This is an optimization exercise on Yosys and OpenROAD, whose aim is small area, a short achievable clock period and few clock cycles, not a production implementation. RTL that was checked went through simulation tests only; none was proved equivalent to the original.

Design maxfinder, start of the top module:
module maxfinder(clk, rst, start, x1, x2, x3, x4, eps, done, result);
input clk, start, rst;
input [4:0] x1, x2, x3, x4, eps;
output done;
output [4:0] result;
reg active;    
reg ph2;       
reg lx;        
reg [3:0] v1, v2, v3, v4;
wire signed [4:0] a1, a2, a3, a4;
wire nactive = !active;
mf_sel sel1 (x1, {1'b0, v1}, nactive, active, a1);
mf_sel sel2 (x2, {1'b0, v2}, nactive, active, a2);
mf_sel sel3 (x3, {1'b0, v3}, nactive, active, a3);
mf_sel sel4 (x4, {1'b0, v4}, nactive, active, a4);
wire [3:0] n1, n2, n3, n4;
wire t1s1;
wire t1c2;
mf_fa t1f0 (a2[0], a3[0], a4[0], t1s1, t1c2);
wire t1s3;
wire t1c4;
mf_fa t1f1 (a2[1], a3[1], a4[1], t1s3, t1c4);
wire t1s5;
wire t1c6;
mf_fa t1f2 (a2[2], a3[2], a4[2], t1s5, t1c6);
wire t1s7;
wire t1c8;
mf_fa t1f3 (a2[3], a3[3], a4[3], t1s7, t1c8);
wire t1s9;
wire t1c10;
mf_fa t1f4 (a2[4], a3[4], a4[4], t1s9, t1c10);
wire [6:0] t1 = {t1s9, t1s9, t1s9, t1s7, t1s5, t1s3, t1s1} + {t1c10, t1c10, t1c8, t1c6, t1c4, t1c2, 1'b0};
wire p1_11;
assign p1_11 = eps[0] & t1[0];
wire p1_12;
assign p1_12 = eps[0] & t1[1];
wire p1_13;
assign p1_13 = eps[0] & t1[2];
wire p1_14;
assign p1_14 = eps[0] & t1[3];
wire p1_15;
assign p1_15 = eps[0] & t1[4];
wire p1_16;
assign p1_16 = eps[0] & t1[5];
wire p1_17;
assign p1_17 = ~(eps[0] & t1[6]);
wire p1_18;
assign p1_18 = eps[1] & t1[0];
wire p1_19;
assign p1_19 = eps[1] & t1[1];
wire p1_20;
assign p1_20 = eps[1] & t1[2];
wire p1_21;
assign p1_21 = eps[1] & t1[3];
wire p1_22;
assign p1_22 = eps[1] & t1[4];
wire p1_23;
assign p1_23 = eps[1] & t1[5];
wire p1_24;
assign p1_24 = ~(eps[1] & t1[6]);
wire p1_25;
assign p1_25 = eps[2] & t1[0];
wire p1_26;
assign p1_26 = eps[2] & t1[1];
wire p1_27;
assign p1_27 = eps[2] & t1[2];
wire p1_28;
assign p1_28 = eps[2] & t1[3];
wire p1_29;
assign p1_29 = eps[2] & t1[4];
wire p1_30;
assign p1_30 = eps[2] & t1[5];
wire p1_31;
assign p1_31 = ~(eps[2] & t1[6]);
wire p1_32;
assign p1_32 = eps[3] & t1[0];
wire p1_33;
assign p1_33 = eps[3] & t1[1];
wire p1_34;
assign p1_34 = eps[3] & t1[2];
wire p1_35;
assign p1_35 = eps[3] & t1[3];
wire p1_36;
assign p1_36 = eps[3] & t1[4];
wire p1_37;
assign p1_37 = eps[3] & t1[5];
wire p1_38;
assign p1_38 = ~(eps[3] & t1[6]);
  ...
For scale: roughly 720 cells after synthesis, about 19 flip-flops, roughly 34 I/O pins.
export LEC_CHECK = 0
export CAP_MARGIN = 20
export CORE_MARGIN = 2
export CORE_UTILIZATION = 40
export SETUP_SLACK_MARGIN = 2.4
export SLEW_MARGIN = 20
export SYNTH_HIERARCHICAL = 1
export SYNTH_MINIMUM_KEEP_SIZE = 0
create_clock -name core_clock -period 9.0 [get_ports {clk}]
standard.sh (not shown) runs the stock make flow with config.mk's settings and CLKGATE_MAP_FILE= SYNTH_SCRIPT=/design/flow/synth_recipe.tcl, a recipe that flattens the netlist after the stock synthesis.
==> flow/flow/run.sh <==
#!/bin/bash
export BUFFER_PORTS_ARGS="-buffer_cell sky130_fd_sc_hd__buf_2"
cp standard.sh standard_copy.sh.txt
bash standard.sh > standard.log 2>&1
Testbench counts at the start, summed over its fixed seeds: cycles 3,201.
==> next run, changes <==
--- a/flow/design.v
+++ b/flow/design.v
@@ -2,22 +2,20 @@
 input clk, start, rst;
 input [4:0] x1, x2, x3, x4, eps;
 output done;
 output [4:0] result;
 reg active;    
 reg ph2;       
 reg lx;        
 reg [3:0] v1, v2, v3, v4;
-wire signed [4:0] a1, a2, a3, a4;
-wire nactive = !active;
-mf_sel sel1 (x1, {1'b0, v1}, nactive, active, a1);
-mf_sel sel2 (x2, {1'b0, v2}, nactive, active, a2);
-mf_sel sel3 (x3, {1'b0, v3}, nactive, active, a3);
-mf_sel sel4 (x4, {1'b0, v4}, nactive, active, a4);
+wire signed [4:0] a1 = active ? {1'b0, v1} : x1;
+wire signed [4:0] a2 = active ? {1'b0, v2} : x2;
+wire signed [4:0] a3 = active ? {1'b0, v3} : x3;
+wire signed [4:0] a4 = active ? {1'b0, v4} : x4;
 wire [3:0] n1, n2, n3, n4;
 wire t1s1;
 wire t1c2;
 mf_fa t1f0 (a2[0], a3[0], a4[0], t1s1, t1c2);
 wire t1s3;
 wire t1c4;
 mf_fa t1f1 (a2[1], a3[1], a4[1], t1s3, t1c4);
 wire t1s5;
@@ -637,17 +635,17 @@
 wire gf = w12 > w34, ef = w12 == w34;
 wire [3:0] vmax = gf ? w12 : w34;
 wire u1 = gf & g12;
 wire u2 = gf & !g12 & !e12;
 wire u3 = !gf & !ef & g34;
 wire u4 = !gf & !ef & !g34 & !e34;
 wire uniq = u1 | u2 | u3 | u4;
 wire [5:0] sv = v1 + v2 + v3 + v4;
-wire known = (eps[3] & eps[2] & eps[1]) | (eps[3] & (!uniq | ({vmax, 1'b0} > sv)));
+wire known = eps[3] & (!uniq | ({vmax, 1'b0} > sv));
 wire k1 = lx ? z1 : u1;
 wire k2 = lx ? z2 : u2;
 wire k3 = lx ? z3 : u3;
 wire k4 = lx ? z4 : u4;
 assign done = active & (ph2 | lx | known | lt2(z1, z2, z3, z4));
 assign result = ({5{k1}} & x1) | ({5{k2}} & x2) | ({5{k3}} & x3) | ({5{k4}} & x4);
 always @(posedge clk) begin
     v1 <= n1; v2 <= n2; v3 <= n3; v4 <= n4;
@@ -660,15 +658,12 @@
         ph2 <= active & !done;
     end
 end
 endmodule
 module mf_fa(input a, b, c, output s, co);
 assign s = a ^ b ^ c;
 assign co = (a & b) | (a & c) | (b & c);
 endmodule
-module mf_sel(input [4:0] x, y, input nsx, sy, output [4:0] a);
-assign a = (x & {5{nsx}}) | (y & {5{sy}});
-endmodule
 module mf_ha(input a, b, output s, co);
 assign s = a ^ b;
 assign co = a & b;
 endmodule
Cell area went down by 0.83%.
Count of clock-buffer cells in the layout stays the same.
Hold slack gains 0.074 ns.
Setup slack loses 0.015 ns.
First-iteration DRC count fell by 47%.
Core utilization came out lower by 0.38 points.
Routed wire length decreases by 9.0%.
No functional check of the RTL was part of the second run of this note.

-- re-timing with driven ports --
How much do the figures lean on ideal ports? The routed layouts below were timed once more, with nothing changed but the port constraints. Step 1 sets driving cells, clkbuf_16 on the clock port and buf_2 on the other inputs (assumed; they add their load-dependent delay and slew). Step 2 times the ports against the registers' clock, not the clock port: input delays grow and output delays shrink by t, the midpoint of the rising clock arrivals with the driver on. Slacks: ideal / step 1 / step 2; pairs: ideal / step 1.
run | t, ns | slack for setup (ns) | worst setup path after step 2 | slew at the worst register clock pin (ns)
the first run | 0.295 | 2.600 / 2.612 / 2.317 | input to register | 0.06 / 0.06
the second run | 0.293 | 2.584 / 2.598 / 2.305 | input to register | 0.06 / 0.06
After both steps setup and hold are still met in every run listed. For the first run, which loses most, drivers alone change the setup slack by +0.012 ns; drivers and shift together by -0.283 ns.
